Context: an optimization exercise on an open-source flow, tuned for small area. The choices shown serve that exercise and are no tape-out recipe. In this exercise RTL edits were held to simulation tests only and were not proved equivalent to the original.

`flow/design.v`:
```
module DE1_SoC
   ( output logic [6:0]  HEX0, HEX1, HEX2, HEX3, HEX4, HEX5,
	 output logic [9:0]  LEDR,
    input  logic [3:0]  KEY,
    input  logic [9:0]  SW,
    output logic [35:0] GPIO_1,
    input logic CLOCK_50);
   logic [15:0] [15:0] preset0;
   always_comb begin
   preset0 = 256'b0;
   preset0[0][0] = 1;
preset0[0][1] = 1;
preset0[0][2] = 1;
preset0[1][2] = 1;
preset0[2][1] = 1;
   end
   logic [15:0] [15:0] preset1;
   always_comb begin
   preset1 = 256'b0;
preset1[8][1] = 1;
preset1[8][2] = 1;
preset1[9][3] = 1;
preset1[10][3] = 1;
preset1[11][3] = 1;
preset1[12][3] = 1;
preset1[13][2] = 1;
preset1[13][1] = 1;
preset1[14][0] = 1;
preset1[1][0] = 1;
preset1[2][0] = 1;
preset1[3][0] = 1;
preset1[5][0] = 1;
preset1[6][0] = 1;
preset1[7][1] = 1;
preset1[7][3] = 1;
preset1[6][4] = 1;
preset1[7][5] = 1;
preset1[8][5] = 1;
preset1[9][5] = 1;
preset1[10][4] = 1;
preset1[12][2] = 1;
preset1[12][1] = 1;
preset1[13][0] = 1;
preset1[0][0] = 1;
   end
   logic [15:0] [15:0] preset2;
   always_comb begin
   preset2 = 256'b0;
preset2[3][2] = 1;
preset2[4][2] = 1;
preset2[6][2] = 1;
preset2[2][3] = 1;
preset2[4][3] = 1;
preset2[6][3] = 1;
preset2[7][3] = 1;
preset2[8][3] = 1;
preset2[9][3] = 1;
preset2[10][3] = 1;
preset2[11][3] = 1;
preset2[12][3] = 1;
preset2[1][4] = 1;
preset2[6][4] = 1;
preset2[11][4] = 1;
preset2[0][5] = 1;
preset2[5][5] = 1;
preset2[10][5] = 1;
preset2[12][5] = 1;
   end
   logic [15:0] [15:0] preset3;
   always_comb begin
   preset3 = 256'b0;
   preset3[3][2] = 1;
preset3[4][2] = 1;
preset3[5][2] = 1;
preset3[6][2] = 1;
preset3[3][3] = 1;
preset3[4][3] = 1;
preset3[5][3] = 1;
preset3[6][3] = 1;
preset3[7][3] = 1;
preset3[8][3] = 1;
preset3[9][3] = 1;
preset3[2][4] = 1;
preset3[3][4] = 1;
preset3[4][4] = 1;
preset3[5][4] = 1;
preset3[6][4] = 1;
preset3[7][4] = 1;
preset3[8][4] = 1;
preset3[9][4] = 1;
preset3[10][4] = 1;
preset3[3][5] = 1;
preset3[4][5] = 1;
preset3[5][5] = 1;
preset3[6][5] = 1;
preset3[7][5] = 1;
preset3[8][5] = 1;
preset3[9][5] = 1;
preset3[3][6] = 1;
preset3[4][6] = 1;
preset3[5][6] = 1;
preset3[6][6] = 1;
   end
   logic [15:0] [15:0] preset4;
   always_comb begin
   preset4 = 256'b0;
   preset4[5][2] = 1;
preset4[6][3] = 1;
preset4[7][4] = 1;
preset4[4][5] = 1;
preset4[5][5] = 1;
preset4[6][5] = 1;
preset4[7][5] = 1;
preset4[4][6] = 1;
preset4[5][7] = 1;
   end
   logic [15:0] [15:0] preset5;
   always_comb begin
   preset5 = 256'b0;
   preset5[0][0] = 0;
preset5[1][0] = 0;
preset5[2][0] = 0;
preset5[0][1] = 0;
preset5[1][1] = 0;
preset5[2][1] = 0;
preset5[0][2] = 1;
preset5[1][2] = 1;
preset5[2][2] = 1;
preset5[0][3] = 1;
preset5[1][3] = 0;
preset5[2][3] = 1;
preset5[0][4] = 1;
preset5[1][4] = 0;
preset5[2][4] = 1;
   end
   logic [15:0] [15:0] preset6;
   always_comb begin
   preset6 = 256'b0;
   end
   wire       rst = SW[8] & ~SW[4];
   wire [2:0] sel = SW[7:5];
   assign HEX2 = 7'b0;
   assign HEX5 = 7'b0;
   assign LEDR = 10'b0;
   logic [3:0] ks1, ks2, kprev;
   always_ff @(posedge CLOCK_50) begin
      ks1   <= ~KEY;
      ks2   <= ks1;
      kprev <= rst ? 4'b0 : ks2;
   end
   wire [3:0] press = ks2 & ~kprev;
   logic [3:0] dr, dc;
   logic [3:1] kq;
   wire [3:0] cr = kq[3] ? dr + 4'd1 : kq[1] ? dr - 4'd1 : dr;
   wire [3:0] cc = kq[2] ? dc + 4'd1 : kq[1] ? dc - 4'd1 : dc;
   always_ff @(posedge CLOCK_50) begin
      dr <= rst ? 4'd0 : cr;
      dc <= rst ? 4'd0 : cc;
      kq <= rst ? 3'd0 : press[3:1];
   end
   function automatic logic [6:0] seg(input logic [3:0] v);
      case (v)
        4'd0: seg = 7'h40;
        4'd1: seg = 7'h79;
        4'd2: seg = 7'h24;
        4'd3: seg = 7'h30;
        4'd4: seg = 7'h19;
        4'd5: seg = 7'h12;
        4'd6: seg = 7'h02;
        4'd7: seg = 7'h78;
        4'd8: seg = 7'h00;
        4'd9: seg = 7'h10;
        default: seg = 7'bx;
      endcase
   endfunction
   wire rten = dr > 4'd9;
   wire cten = dc > 4'd9;
   assign HEX4 = rten ? 7'h79 : 7'h40;
   assign HEX3 = seg(rten ? dr - 4'd10 : dr);
   assign HEX1 = cten ? 7'h79 : 7'h40;
   assign HEX0 = seg(cten ? dc - 4'd10 : dc);
   logic [255:0] user, board, mux, life, vs, vc;
   logic [15:0] rowhit, colhit;
   genvar gi, gj;
   generate
      for (gi = 0; gi < 16; gi++) begin : g_hit
         assign rowhit[gi] = press[0] & (cr == gi);
         assign colhit[gi] = (cc == gi);
      end
   endgenerate
   always_comb begin
      if (rst) mux = '0;
      else case (sel)
        3'd0: mux = user;
        3'd1: mux = preset0;
        3'd2: mux = preset1;
        3'd3: mux = preset2;
        3'd4: mux = preset3;
        3'd5: mux = preset4;
        3'd6: mux = preset5;
        default: mux = preset6;
      endcase
   end
   generate
      for (gi = 0; gi < 16; gi++) begin : g_row
         for (gj = 0; gj < 16; gj++) begin : g_col
            localparam int C  = 16*gi + gj;
            localparam int U  = 16*((gi+15)%16) + gj;
            localparam int D  = 16*((gi+1)%16) + gj;
            localparam int L  = 16*gi + (gj+15)%16;
            localparam int R  = 16*gi + (gj+1)%16;
            assign vs[C] = board[U] ^ board[C] ^ board[D];
            assign vc[C] = (board[U] & board[C]) | (board[U] & board[D]) | (board[C] & board[D]);
            wire [3:0] t = {2'b0, vc[L], vs[L]} + {2'b0, vc[C], vs[C]} + {2'b0, vc[R], vs[R]};
            assign life[C] = (t == 4'd3) | ((t == 4'd4) & board[C]);
            always_ff @(posedge CLOCK_50) begin
               user[C] <= ~rst & (user[C] ^ (rowhit[gi] & colhit[gj]));
               if (SW[4])       board[C] <= board[C] | mux[C];
               else if (!SW[8]) board[C] <= mux[C];
               else             board[C] <= life[C];
            end
         end
      end
   endgenerate
   logic [3:0]  row;
   logic [15:0] gz, gn, grn;
   wire  [3:0]  ahead = SW[9] ? 4'd1 : row + 4'd2;
   always_ff @(posedge CLOCK_50) begin
      row <= SW[9] ? 4'd0 : row + 4'd1;
      gz  <= board[15:0];
      gn  <= board[16*ahead +: 16];
      grn <= SW[9] ? gz : gn;
   end
   wire [15:0] red = board[16*row +: 16];
   generate
      for (gj = 0; gj < 16; gj++) begin : g_out
         assign GPIO_1[15-gj] = red[gj];
         assign GPIO_1[31-gj] = grn[gj];
      end
   endgenerate
   assign GPIO_1[35:32] = row;
endmodule
```
`flow/run.sh`:
```
#!/bin/bash
# synth_recipe.tcl (not shown) runs the flow's synth.tcl, then flattens the netlist and writes it again
# the make line also repeats each setting of config.mk as NAME=value (left out here)
make -C /OpenROAD-flow-scripts/flow DESIGN_CONFIG=/design/flow/config.mk WORK_HOME=/design/flow/orfs CLKGATE_MAP_FILE= SYNTH_SCRIPT=/design/flow/synth_recipe.tcl finish
```
`flow/config.mk`:
```
export PLATFORM = sky130hd
export DESIGN_NAME = DE1_SoC
export DESIGN_NICKNAME = DE1_SoC
export VERILOG_FILES = /design/flow/design.v
export SDC_FILE = /design/flow/constraint.sdc
export NUM_CORES = 4
export LEC_CHECK = 0
export ABC_AREA = 1
export CAP_MARGIN = 20
export CORE_MARGIN = 2
export CORE_UTILIZATION = 40
export SLEW_MARGIN = 20
```
`flow/constraint.sdc`:
```
create_clock -name core_clock -period 6.0 [get_ports {CLOCK_50}]
set_input_delay 1.2000 -clock core_clock [delete_from_list [all_inputs] [get_ports {CLOCK_50}]]
set_output_delay 1.2000 -clock core_clock [all_outputs]
set_load 0.01 [all_outputs]
```
==> metrics.csv, run 1 <==
stage;metric;value;unit
synth;synth_top_family_by_area;adder cells;
final_layout;drive_gt1_share;3.46;%
worst_setup_path;path_cells;buf_12, o21ai_0, o22ai_1, o21ai_0, o21ai_0, clkdlybuf4s50_1;
timing;drv_slew;0;
worst_setup_path;path_delay_family;compound AO/OA/AOI/OAI gates;
cts;cts_setup_buffers;0;
floorplan;start_util;40.2;%
synth;synthFlopType;dfxtp_1;
flow_run;drv_cap;0;
floorplan;die_x;394;um
placement;io_buffers;68;
min_path;min-delay-start;ks1[3];
timing;max_freq;181;MHz
synth;ys_seq_area_share;19.3;%
cts;cts_hold_buf;0;
global_route;grt_pass1_wl;337000;um
timing;rsz0062_at_grt;no;
synth;synth_compound_area_share;14.4;%
synth;synth_cell_types;48;
worst_setup_path;cp_num_buf_inv;2;
cts;cts.clk_slew.worst_paths;0.06;ns
floorplan;io_pins;103;
cts;cts_buffers;75;
worst_setup_path;worstReg2RegStart;row[0];
cts;ctsResizeCount;0;
timing;fin_crit_sh;91.9;%
timing;tns;0;ns
placement;gp_congestion;0.946;
worst_setup_path;cp-start-kind;register;
floorplan;fp-row-count;143;
timing;tightest_slew;1.14;ns
drt;vias;57900;
synth;yosysWarnings;1;
final_layout;fillers;15500;
drt;wl_per_cell;21.4;um
synth;synth_adder_area_share;28.1;%
drt;drc;0;
synth;synth_simple_gate_area_share;22.9;%
global_route;overflow;0;
timing;slew_headroom;23.3;%
global_route;track_usage;28.4;%
synth;synth.most_common_cell;nand2_1;
final_layout;nets;9486;
synth;synth_area;60900;sq um
synth;synth_mux_area_share;0.0164;%
drt;wl;225000;um
synth;synth_top_area_cell;dfxtp_1;
worst_setup_path;cp.arrival;4.31;ns
cts;clockBufferDepth;3;
worst_setup_path;crit_path_top_delay_cell;o21ai_0;
drt;drtAntennaViolNets;0;
placement;place_hpwl;167000;um
synth;yosysTopAreaCellShare;19.3;%
worst_setup_path;worst-setup-path-type;reg -> out;
cts;cts_sinks;587;
worst_setup_path;end_kind;output port;
synth;synth_area_leaders;dfxtp_1 19%, fa_1 16%, ha_1 12%, nand2_1 11%, inv_1 9.1%;
worst_setup_path;rrSetupSlack;2.18;ns
cts;clkLatencyLatePin;0.74;ns
cts;htreeDepth;3;
synth;async_reset_ff_share;0;%
timing;skew;0.0505;ns
worst_setup_path;cp.required;4.80;ns
synth;synth_common_cells;1753 x nand2_1, 1475 x inv_1, 793 x nand3_1;
drt;via_per_inst;5.52;
cts;cts_tree;built;
synth;synthCells;8542;
min_path;hold_class;reg -> reg;
final_layout;syn2layout_area_growth;8.12;%
timing;final-hold-violation-count;0;
floorplan;coreArea;152000;sq um
worst_setup_path;cpPeakStageDelay;0.83;ns
min_path;min_path_cells;0;
synth;synth_seq_cells;587;
global_route;grt_max_degree;169;
timing;period_needed;5.51;ns
run_status;status;complete, no violations;
worst_setup_path;worst_r2r_endpoint;gn[11];
synth;synth_xor_area_share;3.14;%
timing;finalSetupViolations;0;
worst_setup_path;path_max_fanout;127;
floorplan;die_y;394;um
drt;firstDrtPassIters;6;
worst_setup_path;cp_common_cell;o21ai_0;
synth;synth.avg_cell_area;7.13;sq um
synth;synth-edff-count;0;
final_layout;final_util;43.4;%
cts;clk_root_buffer_cell;clkbuf_16;
final_layout;fin_area;65800;sq um
min_path;holdPathEnd;ks2[3];
worst_setup_path;ff2ff_path_depth;7;
drt;drt_iter0_drc;5394;
global_route;grt_pass1_vias;54100;
floorplan;dieArea;155000;sq um
placement;placed_cell_area;63300;sq um
global_route;antenna_found_initial;13;
[registers in the layout (all words and copies together), names as in the netlist]
register / cells
ks1: 4
kprev: 4
board: 256
dr: 4
gn: 16
ks2: 4
grn: 16
dc: 4
user: 256
kq: 3
row: 4
gz: 16
[routing by layer]
layer  wire length (um)  share of wire [%]  track usage (%)  up-vias
li1                   -                  -                -    27400
met1              93900                 42             37.9    27600
met2              99100                 44             44.5     2426
met3              20800                9.3             5.37      497
met4              10700                4.8             12.8       10
met5                 93              0.041                0        -
[cells in the final DEF, fill, tap and decap left out, drive strengths merged, types with 3 or more instances in the layout]
| master | instances |
|---|---|
| a211oi | 8 |
| a21boi | 42 |
| a21o | 5 |
| a21oi | 608 |
| a221oi | 11 |
| a22oi | 22 |
| a31oi | 32 |
| a32o | 33 |
| a32oi | 14 |
| buf | 82 |
| bufinv | 6 |
| clkbuf | 103 |
| clkdlybuf4s50 | 65 |
| clkinv | 21 |
| clkinvlp | 3 |
| conb | 30 |
| dfxtp | 587 |
| fa | 496 |
| ha | 572 |
| inv | 1493 |
| nand2 | 1769 |
| nand3 | 797 |
| nand3b | 6 |
| nand4 | 115 |
| nor2 | 555 |
| nor3 | 18 |
| nor3b | 4 |
| o2111ai | 5 |
| o211ai | 198 |
| o21ai | 470 |
| o21bai | 6 |
| o221ai | 33 |
| o22ai | 18 |
| o31ai | 8 |
| or2 | 7 |
| xnor2 | 30 |
| xor2 | 188 |
[kinds of logic after synthesis]
family / count (synthesis)
compound gates: 1513
xor+xnor: 218
fa+ha+maj: 1068
buf+inv: 1882
flops: 587
mux: 1
other cells: 2
simple gates: 3271
[per-stage QoR]
stage / worst slack [ns] / instances / hold WS (ns)
2_1_floorplan: 2.86 / 8570 / 0.310
3_3_place_gp: 1.59 / 10400 / 0.311
6_report: 0.486 / 10500 / 0.326
5_1_grt: 0.565 / 10500 / 0.333
4_1_cts: 0.792 / 10500 / 0.330
3_5_place_dp: 1.61 / 10400 / 0.317
[worst register-to-register path, stage by stage, from the launching register on]
cell and delay [ns]:
dfxtp_4 0.66, buf_12 0.52, nor2_4 0.32, buf_4 0.30, o21ai_0 0.33, o21ai_0 0.28, o211ai_1 0.77, o21ai_0 0.41
[worst max-delay path by stage]
| stage | startpoint | endpoint | cells after the start |
|---|---|---|---|
| 3_3_place_gp | row[0] | GPIO_1[14] | 7 |
| 6_report | row[0] | GPIO_1[7] | 6 |
| 5_1_grt | row[0] | GPIO_1[7] | 6 |
| 3_5_place_dp | row[0] | GPIO_1[14] | 7 |
| 4_1_cts | row[0] | GPIO_1[14] | 7 |
| 2_1_floorplan | dc[0] | HEX0[3] | 9 |
[final cells by class]
type / instances / area (sq um) / area share (%)
clock buffer: 103 / 2140 / 3.25
timing repair buffer: 147 / 1420 / 2.15
multi-input combinational: 6101 / 41900 / 63.7
antenna: 1 / 2.50 / 0.00380
clock inverter: 32 / 443 / 0.673
tap: 2030 / 2540 / 3.86
inverter: 1491 / 5610 / 8.52
sequential: 587 / 11800 / 17.9
==> run 2, diff against run 1 <==
--- a/flow/design.v
+++ b/flow/design.v
@@ -138,6 +138,7 @@
    preset6 = 256'b0;
    end
-   wire       rst = SW[8] & ~SW[4];
-   wire [2:0] sel = SW[7:5];
+   wire       rst  = SW[8] & ~SW[4];    
+   wire [2:0] sel  = SW[7:5];
+   wire       selz = (sel == 3'd0) & ~rst;   
    assign HEX2 = 7'b0;
    assign HEX5 = 7'b0;
@@ -180,6 +181,8 @@
    assign HEX1 = cten ? 7'h79 : 7'h40;
    assign HEX0 = seg(cten ? dc - 4'd10 : dc);
-   logic [255:0] user, board, mux, life, vs, vc;
+   logic [255:0] user, board, life, vs, vc, bnext, unext;
+   localparam logic [255:0] PMASK = 256'h000000010007002e001800380038003e003a007d00fd007c007d001f0015003f;  
    logic [15:0] rowhit, colhit;
+   logic [7:1]  psel;
    genvar gi, gj;
    generate
@@ -188,49 +191,66 @@
          assign colhit[gi] = (cc == gi);
       end
+      for (gi = 1; gi < 8; gi++) begin : g_psel
+         assign psel[gi] = (sel == gi) & ~rst;
+      end
    endgenerate
-   always_comb begin
-      if (rst) mux = '0;
-      else case (sel)
-        3'd0: mux = user;
-        3'd1: mux = preset0;
-        3'd2: mux = preset1;
-        3'd3: mux = preset2;
-        3'd4: mux = preset3;
-        3'd5: mux = preset4;
-        3'd6: mux = preset5;
-        default: mux = preset6;
-      endcase
-   end
    generate
       for (gi = 0; gi < 16; gi++) begin : g_row
          for (gj = 0; gj < 16; gj++) begin : g_col
-            localparam int C  = 16*gi + gj;
-            localparam int U  = 16*((gi+15)%16) + gj;
-            localparam int D  = 16*((gi+1)%16) + gj;
-            localparam int L  = 16*gi + (gj+15)%16;
-            localparam int R  = 16*gi + (gj+1)%16;
-            assign vs[C] = board[U] ^ board[C] ^ board[D];
-            assign vc[C] = (board[U] & board[C]) | (board[U] & board[D]) | (board[C] & board[D]);
-            wire [3:0] t = {2'b0, vc[L], vs[L]} + {2'b0, vc[C], vs[C]} + {2'b0, vc[R], vs[R]};
-            assign life[C] = (t == 4'd3) | ((t == 4'd4) & board[C]);
-            always_ff @(posedge CLOCK_50) begin
-               user[C] <= ~rst & (user[C] ^ (rowhit[gi] & colhit[gj]));
-               if (SW[4])       board[C] <= board[C] | mux[C];
-               else if (!SW[8]) board[C] <= mux[C];
-               else             board[C] <= life[C];
+            localparam int C = 16*gi + gj;
+            localparam int U = 16*((gi+15)%16) + gj;
+            localparam int D = 16*((gi+1)%16) + gj;
+            localparam int L = 16*gi + (gj+15)%16;
+            localparam int R = 16*gi + (gj+1)%16;
+            c_fa vsum (.a(board[U]), .b(board[C]), .c(board[D]), .s(vs[C]), .co(vc[C]));
+            life_rule rule (.cL(vc[L]), .sL(vs[L]), .cC(vc[C]), .sC(vs[C]),
+                            .cR(vc[R]), .sR(vs[R]), .self(board[C]), .y(life[C]));
+            wire ld;
+            if (PMASK[C]) begin : g_p
+               wire pc = |(psel & {preset6[gi][gj], preset5[gi][gj], preset4[gi][gj],
+                                    preset3[gi][gj], preset2[gi][gj], preset1[gi][gj],
+                                    preset0[gi][gj]});
+               c_a221o ldg (.A1(user[C]), .A2(selz), .B1(board[C]), .B2(SW[4]), .C1(pc), .X(ld));
+            end else begin : g_n
+               c_a22o  ldg (.A1(user[C]), .A2(selz), .B1(board[C]), .B2(SW[4]), .X(ld));
             end
+            c_a21o bmux (.A1(rst), .A2(life[C]), .B1(ld), .X(bnext[C]));
+            wire tn, xn;
+            c_nand2 ut (.A(rowhit[gi]), .B(colhit[gj]), .Y(tn));
+            c_xor2  ux (.A(user[C]), .B(tn), .X(xn));
+            c_nor2  ur (.A(xn), .B(rst), .Y(unext[C]));
          end
       end
    endgenerate
+   always_ff @(posedge CLOCK_50) begin
+      board <= bnext;
+      user  <= unext;
+   end
    logic [3:0]  row;
-   logic [15:0] gz, gn, grn;
-   wire  [3:0]  ahead = SW[9] ? 4'd1 : row + 4'd2;
+   logic [15:0] gz, gn, grn, rs, as, red, ahead;
+   generate
+      for (gi = 0; gi < 16; gi++) begin : g_rs
+         assign rs[gi] = (row == gi);
+         if (gi == 1) begin : g_a1
+            assign as[gi] = SW[9] | rs[15];
+         end else begin : g_an
+            assign as[gi] = ~SW[9] & rs[(gi+14)%16];
+         end
+      end
+      for (gj = 0; gj < 16; gj++) begin : g_sel
+         wire [15:0] colv;
+         for (gi = 0; gi < 16; gi++) begin : g_cv
+            assign colv[gi] = board[16*gi + gj];
+         end
+         sel16 sr (.s(rs), .d(colv), .y(red[gj]));
+         sel16 sa (.s(as), .d(colv), .y(ahead[gj]));
+      end
+   endgenerate
    always_ff @(posedge CLOCK_50) begin
       row <= SW[9] ? 4'd0 : row + 4'd1;
       gz  <= board[15:0];
-      gn  <= board[16*ahead +: 16];
+      gn  <= ahead;
       grn <= SW[9] ? gz : gn;
    end
-   wire [15:0] red = board[16*row +: 16];
    generate
       for (gj = 0; gj < 16; gj++) begin : g_out
@@ -241,2 +261,45 @@
    assign GPIO_1[35:32] = row;
 endmodule
+module c_fa(input a, b, c, output s, co); assign s = a ^ b ^ c; assign co = (a & b) | (a & c) | (b & c); endmodule
+module c_a21o(input A1, A2, B1, output X); assign X = (A1 & A2) | B1; endmodule
+module c_a221o(input A1, A2, B1, B2, C1, output X); assign X = (A1 & A2) | (B1 & B2) | C1; endmodule
+module c_a222oi(input A1, A2, B1, B2, C1, C2, output Y); assign Y = ~((A1 & A2) | (B1 & B2) | (C1 & C2)); endmodule
+module c_a22o(input A1, A2, B1, B2, output X); assign X = (A1 & A2) | (B1 & B2); endmodule
+module c_a31o(input A1, A2, A3, B1, output X); assign X = (A1 & A2 & A3) | B1; endmodule
+module c_and4(input A, B, C, D, output X); assign X = A & B & C & D; endmodule
+module c_inv(input A, output Y); assign Y = ~A; endmodule
+module c_nand2(input A, B, output Y); assign Y = ~(A & B); endmodule
+module c_nand3(input A, B, C, output Y); assign Y = ~(A & B & C); endmodule
+module c_nand4(input A, B, C, D, output Y); assign Y = ~(A & B & C & D); endmodule
+module c_nor2(input A, B, output Y); assign Y = ~(A | B); endmodule
+module c_o21ai(input A1, A2, B1, output Y); assign Y = ~((A1 | A2) & B1); endmodule
+module c_o22ai(input A1, A2, B1, B2, output Y); assign Y = ~((A1 | A2) & (B1 | B2)); endmodule
+module c_or2(input A, B, output X); assign X = A | B; endmodule
+module c_or3(input A, B, C, output X); assign X = A | B | C; endmodule
+module c_xor2(input A, B, output X); assign X = A ^ B; endmodule
+module life_rule(input cL, sL, cC, sC, cR, sR, self, output y);
+  wire n00, n01, n02, n03, n04, n05, n06, n07, n08, n09, n10;
+  c_or3 g0 (.A(sL), .B(sR), .C(sC), .X(n10));
+  c_a22o g1 (.A1(cL), .A2(cR), .B1(cC), .B2(n10), .X(n00));
+  c_inv g2 (.A(n00), .Y(n01));
+  c_o22ai g3 (.A1(cL), .A2(cR), .B1(cC), .B2(n10), .Y(n02));
+  c_nand2 g4 (.A(n01), .B(n02), .Y(n03));
+  c_nand3 g5 (.A(sL), .B(sR), .C(sC), .Y(n04));
+  c_nand2 g6 (.A(sL), .B(sR), .Y(n05));
+  c_o21ai g7 (.A1(sL), .A2(sR), .B1(sC), .Y(n06));
+  c_a31o g8 (.A1(n10), .A2(n05), .A3(n06), .B1(self), .X(n07));
+  c_or2 g9 (.A(n01), .B(n02), .X(n08));
+  c_nand4 g10 (.A(n04), .B(n07), .C(n03), .D(n08), .Y(n09));
+  c_o21ai g11 (.A1(n03), .A2(n04), .B1(n09), .Y(y));
+endmodule
+module sel16(input [15:0] s, input [15:0] d, output y);
+  wire t0, t1, t2, t3, t4, t5, a;
+  c_a222oi m0 (.A1(s[0]),  .A2(d[0]),  .B1(s[1]),  .B2(d[1]),  .C1(s[2]),  .C2(d[2]),  .Y(t0));
+  c_a222oi m1 (.A1(s[3]),  .A2(d[3]),  .B1(s[4]),  .B2(d[4]),  .C1(s[5]),  .C2(d[5]),  .Y(t1));
+  c_a222oi m2 (.A1(s[6]),  .A2(d[6]),  .B1(s[7]),  .B2(d[7]),  .C1(s[8]),  .C2(d[8]),  .Y(t2));
+  c_a222oi m3 (.A1(s[9]),  .A2(d[9]),  .B1(s[10]), .B2(d[10]), .C1(s[11]), .C2(d[11]), .Y(t3));
+  c_a222oi m4 (.A1(s[12]), .A2(d[12]), .B1(s[13]), .B2(d[13]), .C1(s[14]), .C2(d[14]), .Y(t4));
+  c_nand2  m5 (.A(s[15]), .B(d[15]), .Y(t5));
+  c_and4   m6 (.A(t0), .B(t1), .C(t2), .D(t3), .X(a));
+  c_nand3  m7 (.A(a), .B(t4), .C(t5), .Y(y));
+endmodule
--- a/flow/config.mk
+++ b/flow/config.mk
@@ -6,7 +6,7 @@
 export NUM_CORES = 4
 export LEC_CHECK = 0
-export ABC_AREA = 1
 export CAP_MARGIN = 20
 export CORE_MARGIN = 2
-export CORE_UTILIZATION = 40
+export CORE_UTILIZATION = 55
 export SLEW_MARGIN = 20
+export SYNTH_HIERARCHICAL = 1
==> run 2 against run 1 <==
  * Fmax grew 0.80%
  * Via count shrank 14%
  * Count of clock-buffer cells in the layout shrank 12
  * Sequential share of layout area grew 4.4 points
  * Register-to-register slack lost 0.10 ns
  * Synthesized cell count shrank 32%
  * Sequential cell count is the same
==> metrics.csv, run 2 <==
stage;metric;value;unit
worst_setup_path;path_max_fanout;16;
synth;synth_top_area_cell;dfxtp_1;
floorplan;die_x;298;um
timing;period_needed;5.47;ns
cts;ctsResizeCount;0;
final_layout;fin_area;52900;sq um
placement;place_hpwl;128000;um
worst_setup_path;critPathLaunch;row[3];
timing;fin_crit_sh;91.2;%
drt;drt_iter0_drc;6702;
worst_setup_path;cpPeakStageDelay;0.98;ns
worst_setup_path;path_cells;nor2b_1, and2_1, a222oi_1, and4_1, nand3_1, clkdlybuf4s50_1;
floorplan;io_pins;103;
cts;clk_root_buffer_cell;clkbuf_16;
floorplan;start_util;55.6;%
final_layout;final_util;62.0;%
cts;cts.clk_slew.worst_paths;0.05;ns
timing;drv_slew;0;
min_path;hold_class;reg -> reg;
final_layout;fillers;7579;
worst_setup_path;cp.arrival;4.27;ns
synth;yosysTopAreaCellShare;24.8;%
global_route;grt_pass1_vias;43700;
synth;synthCells;5816;
drt;wl_per_cell;25.0;um
cts;cts_sinks;587;
floorplan;die_y;298;um
placement;placed_cell_area;50600;sq um
timing;final-hold-violation-count;0;
synth;async_reset_ff_share;0;%
synth;synth_area_leaders;dfxtp_1 25%, fa_1 11%, a22o_1 8.3%, nand2_1 6.5%, o21ai_1 5.4%;
timing;rsz0062_at_grt;no;
global_route;track_usage;39.7;%
cts;cts_hold_buf;0;
timing;max_freq;183;MHz
worst_setup_path;worstReg2RegStart;dc[0];
synth;yosysWarnings;7;
final_layout;nets;6361;
timing;timing.hold.ws;0.326;ns
worst_setup_path;worst-setup-path-type;reg -> out;
min_path;min-delay-start;ks1[2];
drt;via_per_inst;6.88;
worst_setup_path;crit_path_top_delay_cell;a222oi_1;
cts;htreeDepth;3;
drt;wl;182000;um
global_route;antenna_found_initial;4;
global_route;grt_max_degree;179;
synth;synth_common_cells;817 x nand2_1, 587 x dfxtp_1, 513 x o21ai_1;
worst_setup_path;end_kind;output port;
worst_setup_path;cp.required;4.80;ns
run_status;status;complete, no violations;
global_route;overflow;0;
flow_run;drv_cap;0;
final_layout;reg_top3;board (256), user (256);
timing;slew_headroom;22.7;%
final_layout;drive_gt1_share;5.44;%
drt;drc;0;
cts;clkLatencyLatePin;0.63;ns
timing;finalSetupViolations;0;
synth;synth_seq_cells;587;
synth;synth.avg_cell_area;8.15;sq um
placement;gp_congestion;1.02;
timing;tightest_slew;1.16;ns
drt;vias;50000;
synth;synth_cell_types;64;
global_route;grt_pass1_wl;272000;um
final_layout;syn2layout_area_growth;11.5;%
synth;synth-edff-count;0;
placement;io_buffers;68;
cts;clockBufferDepth;3;
synth;synth.most_common_cell;nand2_1;
floorplan;fp-row-count;107;
final_layout;final_common_cell;nand2_1;
cts;cts_setup_buffers;0;
drt;drtAntennaViolNets;0;
cts;cts_tree;built;
final_layout;final_cell_mix;817 x nand2_1, 587 x dfxtp_1, 512 x o21ai_1;
synth;synthFlopType;dfxtp_1;
floorplan;coreArea;85300;sq um
drt;firstDrtPassIters;13;
cts;cts_buffers;71;
floorplan;dieArea;88600;sq um
worst_setup_path;cp-start-kind;register;
synth;ys_seq_area_share;24.8;%
synth;synth_area;47400;sq um
timing;skew;0.0198;ns
## run 2: critical path, delay by kind of cell (launching register included)
family                 cells  cell delay, ns
AOI/OAI and AO/OA          1            0.98
buffers and inverters      1            0.57
DFF                        1            0.83
and+or+nand+nor            4            1.26
## run 2: metal layers
| layer | wire, um | vias to the layer above | track usage (%) |
|---|---|---|---|
| met4 | 12300 | 4 | 22.5 |
| met1 | 71600 | 24000 | 52.6 |
| met3 | 19800 | 592 | 8.49 |
| met2 | 77900 | 2547 | 60.1 |
| li1 | - | 22800 | - |
| met5 | 20 | - | 0 |
## run 2: layout make-up
type | instances | area [sq um] | share of cell area, %
multi-input cells | 4929 | 34600 | 65.5
flip-flops and latches | 587 | 11800 | 22.2
clock buffers | 91 | 2000 | 3.79
repair buffers | 216 | 1830 | 3.47
well taps | 1144 | 1430 | 2.71
inverters | 269 | 1020 | 1.92
clock inverters | 28 | 230 | 0.435
diodes | 2 | 5.00 | 0.00946
## run 2: cell families (layout without fill, tap and decap cells)
| family | count (synthesis) | in the layout | share of synthesized area (%) |
|---|---|---|---|
| AO/OA/AOI/OAI | 2016 | 2016 | 31.5 |
| XOR/XNOR | 269 | 269 | 5.02 |
| adder cells (fa/ha/maj) | 272 | 272 | 11.2 |
| buffers and inverters | 328 | 604 | 2.94 |
| flip-flops | 587 | 587 | 24.8 |
| multiplexers | 17 | 17 | 0.404 |
| other | 2 | 32 | 0.0158 |
| AND/OR/NAND/NOR | 2325 | 2325 | 24.1 |
## run 2: final timing paths
path               end  slack [ns]  cells past startpoint
max          GPIO_1[4]        0.53                      6
max reg2reg  user[219]        2.08                     10
min reg2reg     ks2[2]        0.33                      0
min             ks2[2]        0.33                      0
## run 2: stage by stage
step	worst slack, ns	instances	setup TNS, ns
final	0.529	7266	0
after global routing	0.504	7264	0
after CTS	0.894	7264	0
after detailed placement	1.55	7145	0
after global placement	1.60	7145	0
after floorplan	-2.10	5844	-514.85
## run 2: per-module statistics from Yosys, one instance, submodules excluded, excerpt
module / flops+latches / cells / times used
c_fa: 0 / 1 / 256
c_xor2: 0 / 1 / 256
c_and4: 0 / 1 / 32
DE1_SoC: 587 / 952 / 1
c_inv: 0 / 1 / 256
c_o21ai: 0 / 1 / 512
c_a22o: 0 / 1 / 449
c_nand2: 0 / 1 / 800
c_a221o: 0 / 1 / 63
c_nand4: 0 / 1 / 256
c_nor2: 0 / 1 / 256
c_or3: 0 / 1 / 256
c_or2: 0 / 1 / 256
c_a31o: 0 / 1 / 256
c_a222oi: 0 / 1 / 160
==> run 3, diff against run 2 <==
--- a/flow/design.v
+++ b/flow/design.v
@@ -207,13 +207,14 @@
                             .cR(vc[R]), .sR(vs[R]), .self(board[C]), .y(life[C]));
             wire ld;
+            wire bn;
+            c_a222oi ldg (.A1(rst), .A2(life[C]), .B1(user[C]), .B2(selz), .C1(board[C]), .C2(SW[4]), .Y(bn));
             if (PMASK[C]) begin : g_p
-               wire pc = |(psel & {preset6[gi][gj], preset5[gi][gj], preset4[gi][gj],
-                                    preset3[gi][gj], preset2[gi][gj], preset1[gi][gj],
-                                    preset0[gi][gj]});
-               c_a221o ldg (.A1(user[C]), .A2(selz), .B1(board[C]), .B2(SW[4]), .C1(pc), .X(ld));
+               wire pcn = ~|(psel & {preset6[gi][gj], preset5[gi][gj], preset4[gi][gj],
+                                     preset3[gi][gj], preset2[gi][gj], preset1[gi][gj],
+                                     preset0[gi][gj]});
+               c_nand2 bor (.A(bn), .B(pcn), .Y(bnext[C]));
             end else begin : g_n
-               c_a22o  ldg (.A1(user[C]), .A2(selz), .B1(board[C]), .B2(SW[4]), .X(ld));
+               c_inv   binv (.A(bn), .Y(bnext[C]));
             end
-            c_a21o bmux (.A1(rst), .A2(life[C]), .B1(ld), .X(bnext[C]));
             wire tn, xn;
             c_nand2 ut (.A(rowhit[gi]), .B(colhit[gj]), .Y(tn));
@@ -262,34 +263,31 @@
 endmodule
 module c_fa(input a, b, c, output s, co); assign s = a ^ b ^ c; assign co = (a & b) | (a & c) | (b & c); endmodule
-module c_a21o(input A1, A2, B1, output X); assign X = (A1 & A2) | B1; endmodule
-module c_a221o(input A1, A2, B1, B2, C1, output X); assign X = (A1 & A2) | (B1 & B2) | C1; endmodule
 module c_a222oi(input A1, A2, B1, B2, C1, C2, output Y); assign Y = ~((A1 & A2) | (B1 & B2) | (C1 & C2)); endmodule
 module c_a22o(input A1, A2, B1, B2, output X); assign X = (A1 & A2) | (B1 & B2); endmodule
-module c_a31o(input A1, A2, A3, B1, output X); assign X = (A1 & A2 & A3) | B1; endmodule
+module c_a31oi(input A1, A2, A3, B1, output Y); assign Y = ~((A1 & A2 & A3) | B1); endmodule
+module c_and3(input A, B, C, output X); assign X = A & B & C; endmodule
 module c_and4(input A, B, C, D, output X); assign X = A & B & C & D; endmodule
 module c_inv(input A, output Y); assign Y = ~A; endmodule
 module c_nand2(input A, B, output Y); assign Y = ~(A & B); endmodule
 module c_nand3(input A, B, C, output Y); assign Y = ~(A & B & C); endmodule
-module c_nand4(input A, B, C, D, output Y); assign Y = ~(A & B & C & D); endmodule
 module c_nor2(input A, B, output Y); assign Y = ~(A | B); endmodule
 module c_o21ai(input A1, A2, B1, output Y); assign Y = ~((A1 | A2) & B1); endmodule
+module c_o221a(input A1, A2, B1, B2, C1, output X); assign X = (A1&B1&C1) | (A2&B1&C1) | (A1&B2&C1) | (A2&B2&C1); endmodule
 module c_o22ai(input A1, A2, B1, B2, output Y); assign Y = ~((A1 | A2) & (B1 | B2)); endmodule
-module c_or2(input A, B, output X); assign X = A | B; endmodule
 module c_or3(input A, B, C, output X); assign X = A | B | C; endmodule
 module c_xor2(input A, B, output X); assign X = A ^ B; endmodule
 module life_rule(input cL, sL, cC, sC, cR, sR, self, output y);
-  wire n00, n01, n02, n03, n04, n05, n06, n07, n08, n09, n10;
-  c_or3 g0 (.A(sL), .B(sR), .C(sC), .X(n10));
-  c_a22o g1 (.A1(cL), .A2(cR), .B1(cC), .B2(n10), .X(n00));
+  wire n00, n01, n02, n03, n04, n05, n06, n07, n08, n09;
+  c_or3 g0 (.A(sL), .B(sR), .C(sC), .X(n09));
+  c_a22o g1 (.A1(cL), .A2(cR), .B1(cC), .B2(n09), .X(n00));
   c_inv g2 (.A(n00), .Y(n01));
-  c_o22ai g3 (.A1(cL), .A2(cR), .B1(cC), .B2(n10), .Y(n02));
+  c_o22ai g3 (.A1(cL), .A2(cR), .B1(cC), .B2(n09), .Y(n02));
   c_nand2 g4 (.A(n01), .B(n02), .Y(n03));
-  c_nand3 g5 (.A(sL), .B(sR), .C(sC), .Y(n04));
+  c_and3 g5 (.A(sL), .B(sR), .C(sC), .X(n04));
   c_nand2 g6 (.A(sL), .B(sR), .Y(n05));
   c_o21ai g7 (.A1(sL), .A2(sR), .B1(sC), .Y(n06));
-  c_a31o g8 (.A1(n10), .A2(n05), .A3(n06), .B1(self), .X(n07));
-  c_or2 g9 (.A(n01), .B(n02), .X(n08));
-  c_nand4 g10 (.A(n04), .B(n07), .C(n03), .D(n08), .Y(n09));
-  c_o21ai g11 (.A1(n03), .A2(n04), .B1(n09), .Y(y));
+  c_a31oi g8 (.A1(n09), .A2(n05), .A3(n06), .B1(self), .Y(n07));
+  c_o21ai g9 (.A1(n04), .A2(n07), .B1(n03), .Y(n08));
+  c_o221a g10 (.A1(n01), .A2(n02), .B1(n03), .B2(n04), .C1(n08), .X(y));
 endmodule
 module sel16(input [15:0] s, input [15:0] d, output y);
--- a/flow/config.mk
+++ b/flow/config.mk
@@ -8,5 +8,7 @@
 export CAP_MARGIN = 20
 export CORE_MARGIN = 2
-export CORE_UTILIZATION = 55
+export CORE_UTILIZATION = 50
+export CTS_CLUSTER_DIAMETER = 80
+export CTS_CLUSTER_SIZE = 25
 export SLEW_MARGIN = 20
 export SYNTH_HIERARCHICAL = 1
==> run 3 against run 2 <==
  * Global-route usage is 2.9 points lower
  * Sequential share of layout area increased by 0.91 points
  * Design area is 3.9% lower
  * Setup slack improved by 0.33 ns
  * Still clean
  * Utilization shrank 6.5 points
  * Synthesized area is 2.6% lower
==> metrics.csv, run 3 <==
stage;metric;value;unit
timing;fin_crit_sh;85.6;%
synth;synth.avg_cell_area;8.29;sq um
drt;drtAntennaViolNets;0;
synth;async_reset_ff_share;0;%
worst_setup_path;worst_r2r_endpoint;user[79];
synth;synthFlopType;dfxtp_1;
placement;placed_cell_area;49200;sq um
timing;drv_slew;0;
run_status;status;complete, no violations;
timing;tightest_slew;1.26;ns
drt;via_per_inst;6.94;
global_route;track_usage;36.8;%
global_route;grt_pass1_vias;41700;
worst_setup_path;cp_num_buf_inv;1;
synth;synth_top_area_cell;dfxtp_1;
synth;synth_cell_types;67;
timing;max_freq;195;MHz
timing;period_needed;5.14;ns
worst_setup_path;path_cells;nor2_1, and2_1, a222oi_1, and4_1, nand3_1, clkdlybuf4s50_1;
synth;synth_top_family_by_area;compound AO/OA/AOI/OAI gates;
floorplan;die_y;308;um
cts;cts.clk_slew.worst_paths;0.09;ns
final_layout;syn2layout_area_growth;10.1;%
synth;synth_mux_area_share;0.415;%
worst_setup_path;path_delay_family;simple AND/OR/NAND/NOR gates;
worst_setup_path;cp.required;4.80;ns
worst_setup_path;worstReg2RegStart;dc[0];
floorplan;coreArea;91500;sq um
drt;drt_iter0_drc;7720;
synth;synth_compound_area_share;33.6;%
worst_setup_path;cp-start-kind;register;
floorplan;die_x;308;um
cts;clkLatencyLatePin;0.66;ns
flow_run;drv_cap;0;
timing;skew;0.0396;ns
synth;synthCells;5570;
floorplan;fp-row-count;111;
placement;place_ws;1.86;ns
final_layout;fin_area;50800;sq um
worst_setup_path;cpPeakStageDelay;0.76;ns
global_route;overflow;0;
worst_setup_path;ff2ff_path_depth;9;
placement;gp_congestion;1.00;
timing;setup_slack;0.864;ns
worst_setup_path;rrSetupSlack;2.27;ns
drt;vias;48500;
cts;ctsResizeCount;0;
drt;wl_per_cell;25.8;um
timing;rsz0062_at_grt;no;
synth;synth_area;46200;sq um
floorplan;start_util;50.4;%
global_route;antenna_found_initial;3;
final_layout;fillers;8518;
drt;wl;180000;um
global_route;grt_pass1_wl;265000;um
worst_setup_path;worst-setup-path-type;reg -> out;
synth;synth-edff-count;0;
min_path;holdPathEnd;ks2[2];
synth;synth_common_cells;881 x nand2_1, 587 x dfxtp_1, 516 x o21ai_1;
final_layout;final_common_cell;nand2_1;
cts;cts_tree;built;
worst_setup_path;end_kind;output port;
cts;cts_sinks;587;
worst_setup_path;crit_path_top_delay_cell;a222oi_1;
final_layout;nets;6059;
cts;clockBufferDepth;3;
cts;clk_root_buffer_cell;clkbuf_16;
min_path;min-delay-start;ks1[2];
synth;synth.most_common_cell;nand2_1;
final_layout;final_cell_mix;881 x nand2_1, 587 x dfxtp_1, 518 x o21ai_1;
worst_setup_path;critPathLaunch;row[2];
timing;timing.hold.ws;0.329;ns
final_layout;reg_top3;board (256), user (256);
drt;drc;0;
synth;synth_adder_area_share;11.5;%
synth;ys_seq_area_share;25.5;%
final_layout;drive_gt1_share;4.70;%
synth;synth_xor_area_share;5.12;%
placement;io_buffers;68;
timing;final-hold-violation-count;0;
worst_setup_path;path_max_fanout;17;
floorplan;io_pins;103;
synth;synth_seq_cells;587;
min_path;hold_class;reg -> reg;
cts;cts_hold_buf;0;
final_layout;final_util;55.5;%
drt;firstDrtPassIters;11;
min_path;min_path_cells;0;
synth;synth_area_leaders;dfxtp_1 25%, fa_1 11%, a222oi_1 9.0%, nand2_1 7.2%, o221a_1 6.2%;
floorplan;dieArea;94800;sq um
placement;place_hpwl;127000;um
cts;htreeDepth;2;
synth;yosysTopAreaCellShare;25.5;%
synth;synth_simple_gate_area_share;19.2;%
global_route;grt_max_degree;188;
worst_setup_path;cp.arrival;3.94;ns
cts;cts_setup_buffers;0;
cts;cts_buffers;45;
timing;finalSetupViolations;0;
synth;yosysWarnings;7;
timing;slew_headroom;15.3;%
==> run 3: cell count changes in the layout (fill, tap and decap cells not counted), sizes merged, moves of 249 or more <==
cell	before	now
a21o	256	1
a31oi	2	258
and3	11	260
o221a	0	256
nand4	257	1
a31o	256	0
or2	261	3
a222oi	160	416
==> run 3: layer usage <==
metal  vias up  wire [um]  global-route usage, %  share of wire (%)
met5         -         33                      0              0.018
met4         4      10900                   19.4                6.0
met3       471      19000                   7.21                 11
met2      2433      77500                   55.8                 43
met1     23400      73000                   49.6                 40
li1      22200          -                      -                  -
==> run 3: metrics by stage <==
stage,setup TNS [ns],cells
after floorplan,-622.64,5598
after global placement,0,6910
after detailed placement,0,6910
after CTS,0,6992
after global routing,0,6993
final,0,6995
==> run 3: worst max path at each step <==
stage	to	slack [ns]	cells past startpoint
after detailed placement	GPIO_1[3]	1.86	6
after floorplan	board[101]	-2.50	6
after CTS	GPIO_1[3]	1.16	6
after global placement	board[36]	1.86	7
final	GPIO_1[9]	0.86	6
after global routing	GPIO_1[9]	0.85	6
==> run 3: per-module statistics from Yosys, one instance, submodules excluded, excerpt <==
module    flops+latches  cell area, sq um
c_or3                 0              6.26
c_xor2                0              8.76
c_a22o                0              8.76
c_nor2                0              3.75
c_a31oi               0              6.26
c_a222oi              0              10.0
c_nand3               0              5.00
==> run 3: area by class of cell <==
class | count | area (sq um) | area share, %
antenna | 2 | 5.00 | 0.00985
tap | 1186 | 1480 | 2.92
clock inverter | 32 | 388 | 0.763
clock buffer | 50 | 1200 | 2.36
timing repair buffer | 187 | 1640 | 3.23
sequential | 587 | 11800 | 23.1
multi-input combinational | 4486 | 32600 | 64.1
inverter | 465 | 1760 | 3.47
==> run 3: logic make-up after synthesis <==
kind of cell,Yosys count
AOI/OAI and AO/OA,2017
muxes,17
and+or+nand+nor,1881
xor gates and xnor gates,269
other,2
DFF,587
adders and majority gates,272
buffers and inverters,525
==> run 4, diff against run 3 <==
--- a/flow/config.mk
+++ b/flow/config.mk
@@ -9,6 +9,6 @@
 export CORE_MARGIN = 2
 export CORE_UTILIZATION = 50
-export CTS_CLUSTER_DIAMETER = 80
-export CTS_CLUSTER_SIZE = 25
+export CTS_CLUSTER_DIAMETER = 150
+export CTS_CLUSTER_SIZE = 20
 export SLEW_MARGIN = 20
 export SYNTH_HIERARCHICAL = 1
==> run 4 against run 3 <==
  * Utilization down 0.71 points
  * Count of clock-buffer cells in the layout is 13 lower
  * Routed wire length shrank 0.31%
  * Non-clock buffer count did not move
  * Still clean
  * Critical path depth stayed put
  * Synthesized area is the same
  * Critical endpoint unchanged
  * Synthesized cell count unchanged
  * Sequential share of layout area rose by 0.30 points
  * Final cell count is 0.64% lower
  * First-iteration DRC count is 5.0% higher
  * Fmax increased by 2.0%
==> metrics.csv, run 4 <==
stage;metric;value;unit
run_status;status;complete, no violations;
worst_setup_path;cp.required;4.80;ns
synth;synth_common_cells;881 x nand2_1, 587 x dfxtp_1, 516 x o21ai_1;
worst_setup_path;cp.arrival;3.83;ns
flow_run;drv_cap;0;
worst_setup_path;worstReg2RegStart;dc[0];
synth;synthCells;5570;
global_route;grt_pass1_wl;264000;um
drt;wl_per_cell;25.9;um
timing;rsz0062_at_grt;no;
final_layout;multi_input_area;32600;sq um
floorplan;start_util;50.4;%
worst_setup_path;cp-start-kind;register;
worst_setup_path;rrSetupSlack;2.27;ns
drt;drtAntennaViolNets;0;
global_route;grt_use_met2;55.6;%
placement;placed_cell_area;49200;sq um
synth;synth_top_family_by_area;compound AO/OA/AOI/OAI gates;
placement;io_buffers;68;
synth;yosysTopAreaCellShare;25.5;%
timing;finalSetupViolations;0;
global_route;grt_pass1_vias;41500;
cts;ctsResizeCount;0;
global_route;use_met3;7.17;%
drt;drc;0;
worst_setup_path;end_kind;output port;
timing;tightest_slew;1.25;ns
min_path;min-delay-start;ks1[3];
synth;synth_simple_gate_area_share;19.2;%
cts;clk_root_buffer_cell;clkbuf_16;
synth;synth_compound_area_share;33.6;%
cts;clockBufferDepth;3;
global_route;grt_busiest_layer;met2;
worst_setup_path;ff2ff_path_depth;9;
worst_setup_path;worst-setup-path-type;reg -> out;
final_layout;regArea;11800;sq um
worst_setup_path;path_max_fanout;17;
cts;cts.clk_slew.worst_paths;0.09;ns
placement;place_hpwl;127000;um
timing;final-hold-violation-count;0;
final_layout;final_cell_mix;881 x nand2_1, 587 x dfxtp_1, 518 x o21ai_1;
timing;skew;0.0350;ns
final_layout;final_common_cell;nand2_1;
cts;cts_sinks;587;
synth;synth_xor_area_share;5.12;%
cts;cts_buffers;35;
drt;drt_iter0_drc;8109;
synth;synthFlopType;dfxtp_1;
min_path;holdPathEnd;ks2[3];
cts;cts_hold_buf;0;
cts;clkLatencyLatePin;0.62;ns
synth;yosysWarnings;7;
final_layout;nets;6049;
cts;cts_setup_buffers;0;
floorplan;die_y;308;um
cts;htreeDepth;2;
floorplan;fp-row-count;111;
min_path;min_path_cells;0;
global_route;antenna_found_initial;3;
floorplan;dieArea;94800;sq um
final_layout;reg_top3;board (256), user (256);
timing;max_freq;199;MHz
drt;vias;48300;
cts;cts_tree;built;
timing;fin_crit_sh;83.9;%
final_layout;drive_gt1_share;4.01;%
synth;synth_mux_area_share;0.415;%
global_route;grtUsageMet1;49.5;%
final_layout;syn2layout_area_growth;8.66;%
worst_setup_path;worst_r2r_endpoint;user[15];
synth;synth_adder_area_share;11.5;%
global_route;grt_max_degree;188;
floorplan;die_x;308;um
drt;firstDrtPassIters;14;
synth;async_reset_ff_share;0;%
synth;ys_seq_area_share;25.5;%
final_layout;fin_area;50200;sq um
drt;via_per_inst;6.95;
synth;synth_area;46200;sq um
synth;synth_seq_cells;587;
placement;gp_congestion;1.00;
min_path;hold_class;reg -> reg;
floorplan;io_pins;103;
drt;wl;180000;um
synth;synth_area_leaders;dfxtp_1 25%, fa_1 11%, a222oi_1 9.0%, nand2_1 7.2%, o221a_1 6.2%;
global_route;overflow;0;
synth;synth_cell_types;67;
synth;synth_top_area_cell;dfxtp_1;
floorplan;coreArea;91500;sq um
final_layout;fillers;8564;
timing;period_needed;5.03;ns
synth;synth.most_common_cell;nand2_1;
global_route;track_usage;36.7;%
timing;drv_slew;0;
synth;synth-edff-count;0;
timing;slew_headroom;15.9;%
synth;synth.avg_cell_area;8.29;sq um
[run 4: changes by cell type in the layout (fill, tap and decap cells not counted), sizes merged]
cell / change
bufinv: -2
clkinv: -11
diode: -1
clkinvlp: -1
inv: -17
clkbuf: -13
[run 4: cells by family (layout without fill, tap and decap cells)]
group / count (synthesis) / after routing
AO/OA/AOI/OAI: 2017 / 2017
AND/OR/NAND/NOR: 1881 / 1881
flip-flops: 587 / 587
buffers and inverters: 525 / 690
adder cells (fa/ha/maj): 272 / 272
XOR/XNOR: 269 / 269
multiplexers: 17 / 17
other: 2 / 31
[run 4: modules after synthesis (local to each module, per instance), a selection]
module | flops+latches | times used | cells | area (sq um)
DE1_SoC | 587 | 1 | 962 | 14200
c_a22o | 0 | 256 | 1 | 8.76
c_a31oi | 0 | 256 | 1 | 6.26
c_nor2 | 0 | 256 | 1 | 3.75
c_o21ai | 0 | 512 | 1 | 5.00
c_o221a | 0 | 256 | 1 | 11.3
c_o22ai | 0 | 256 | 1 | 6.26
[run 4: worst max path at each step]
stage,startpoint,end,cells after the start
3_5_place_dp,row[2],GPIO_1[3],6
5_1_grt,row[2],GPIO_1[9],6
2_1_floorplan,SW[4],board[101],6
6_report,row[2],GPIO_1[9],6
3_3_place_gp,SW[4],board[36],7
4_1_cts,row[2],GPIO_1[3],6
[run 4: cell type report]
class	instances	share of cell area [%]
multi-input combinational	4486	65.0
sequential	587	23.4
inverter	465	3.51
timing repair buffer	187	3.27
tap	1186	2.96
clock buffer	37	1.85
clock inverter	1	0.0324
antenna	1	0.00499
[run 4: per-stage QoR]
stage	std cells	TNS (ns)	hold slack [ns]	utilization, %	setup slack, ns
floorplan	5598	-622.64	0.310	-	-2.50
global placement	6910	0	0.310	53.8	1.86
detailed placement	6910	0	0.315	53.8	1.86
CTS	6948	0	0.335	54.8	1.20
global route	6949	0	0.339	54.8	0.898
finish	6950	0	0.332	54.8	0.967
[run 4: routing by layer]
metal	part of all wire [%]	up-vias	wire [um]
met2	43	2331	77200
met1	41	23300	73200
met4	6.0	4	10900
li1	-	22200	-
met3	10	465	18600
met5	0.011	-	20
[run 4: critical path, cell delays in order, from the launching register on]
cell and delay (ns):
dfxtp_1 0.69, nor2_1 0.16, and2_1 0.42, a222oi_1 0.74
and4_1 0.46, nand3_1 0.21, clkdlybuf4s50_1 0.53

-- afterwards: timing with drivers on the ports --
No port has a modelled driver above. Below, the same layouts with a new extraction and two added sets of constraints. Step 1 sets driving cells, clkbuf_16 on the clock port and buf_2 on the other inputs (assumed; they add their load-dependent delay and slew). Step 2, shift: input delay + t, output delay - t, t = (earliest + latest rising clock arrival at the registers) / 2. This alone moves slack from input paths to output paths. Slacks: ideal ports / drivers / drivers and shift; pairs: ideal ports / drivers.
run | t (ns) | setup WS [ns] | worst setup path after step 2 | worst slew at a driven data input, ns | cell pins on the clock port's net
run 1 | 0.786 | 0.486 / 0.409 / 1.196 | register to output | 0.10 | 1
run 2 | 0.697 | 0.529 / 0.455 / 1.152 | register to output | 0.12 | 1
run 3 | 0.714 | 0.864 / 0.786 / 1.500 | register to output | 0.05 | 1
run 4 | 0.678 | 0.967 / 0.890 / 1.568 | register to output | 0.05 | 1
After both steps setup and hold are still met in every run listed.
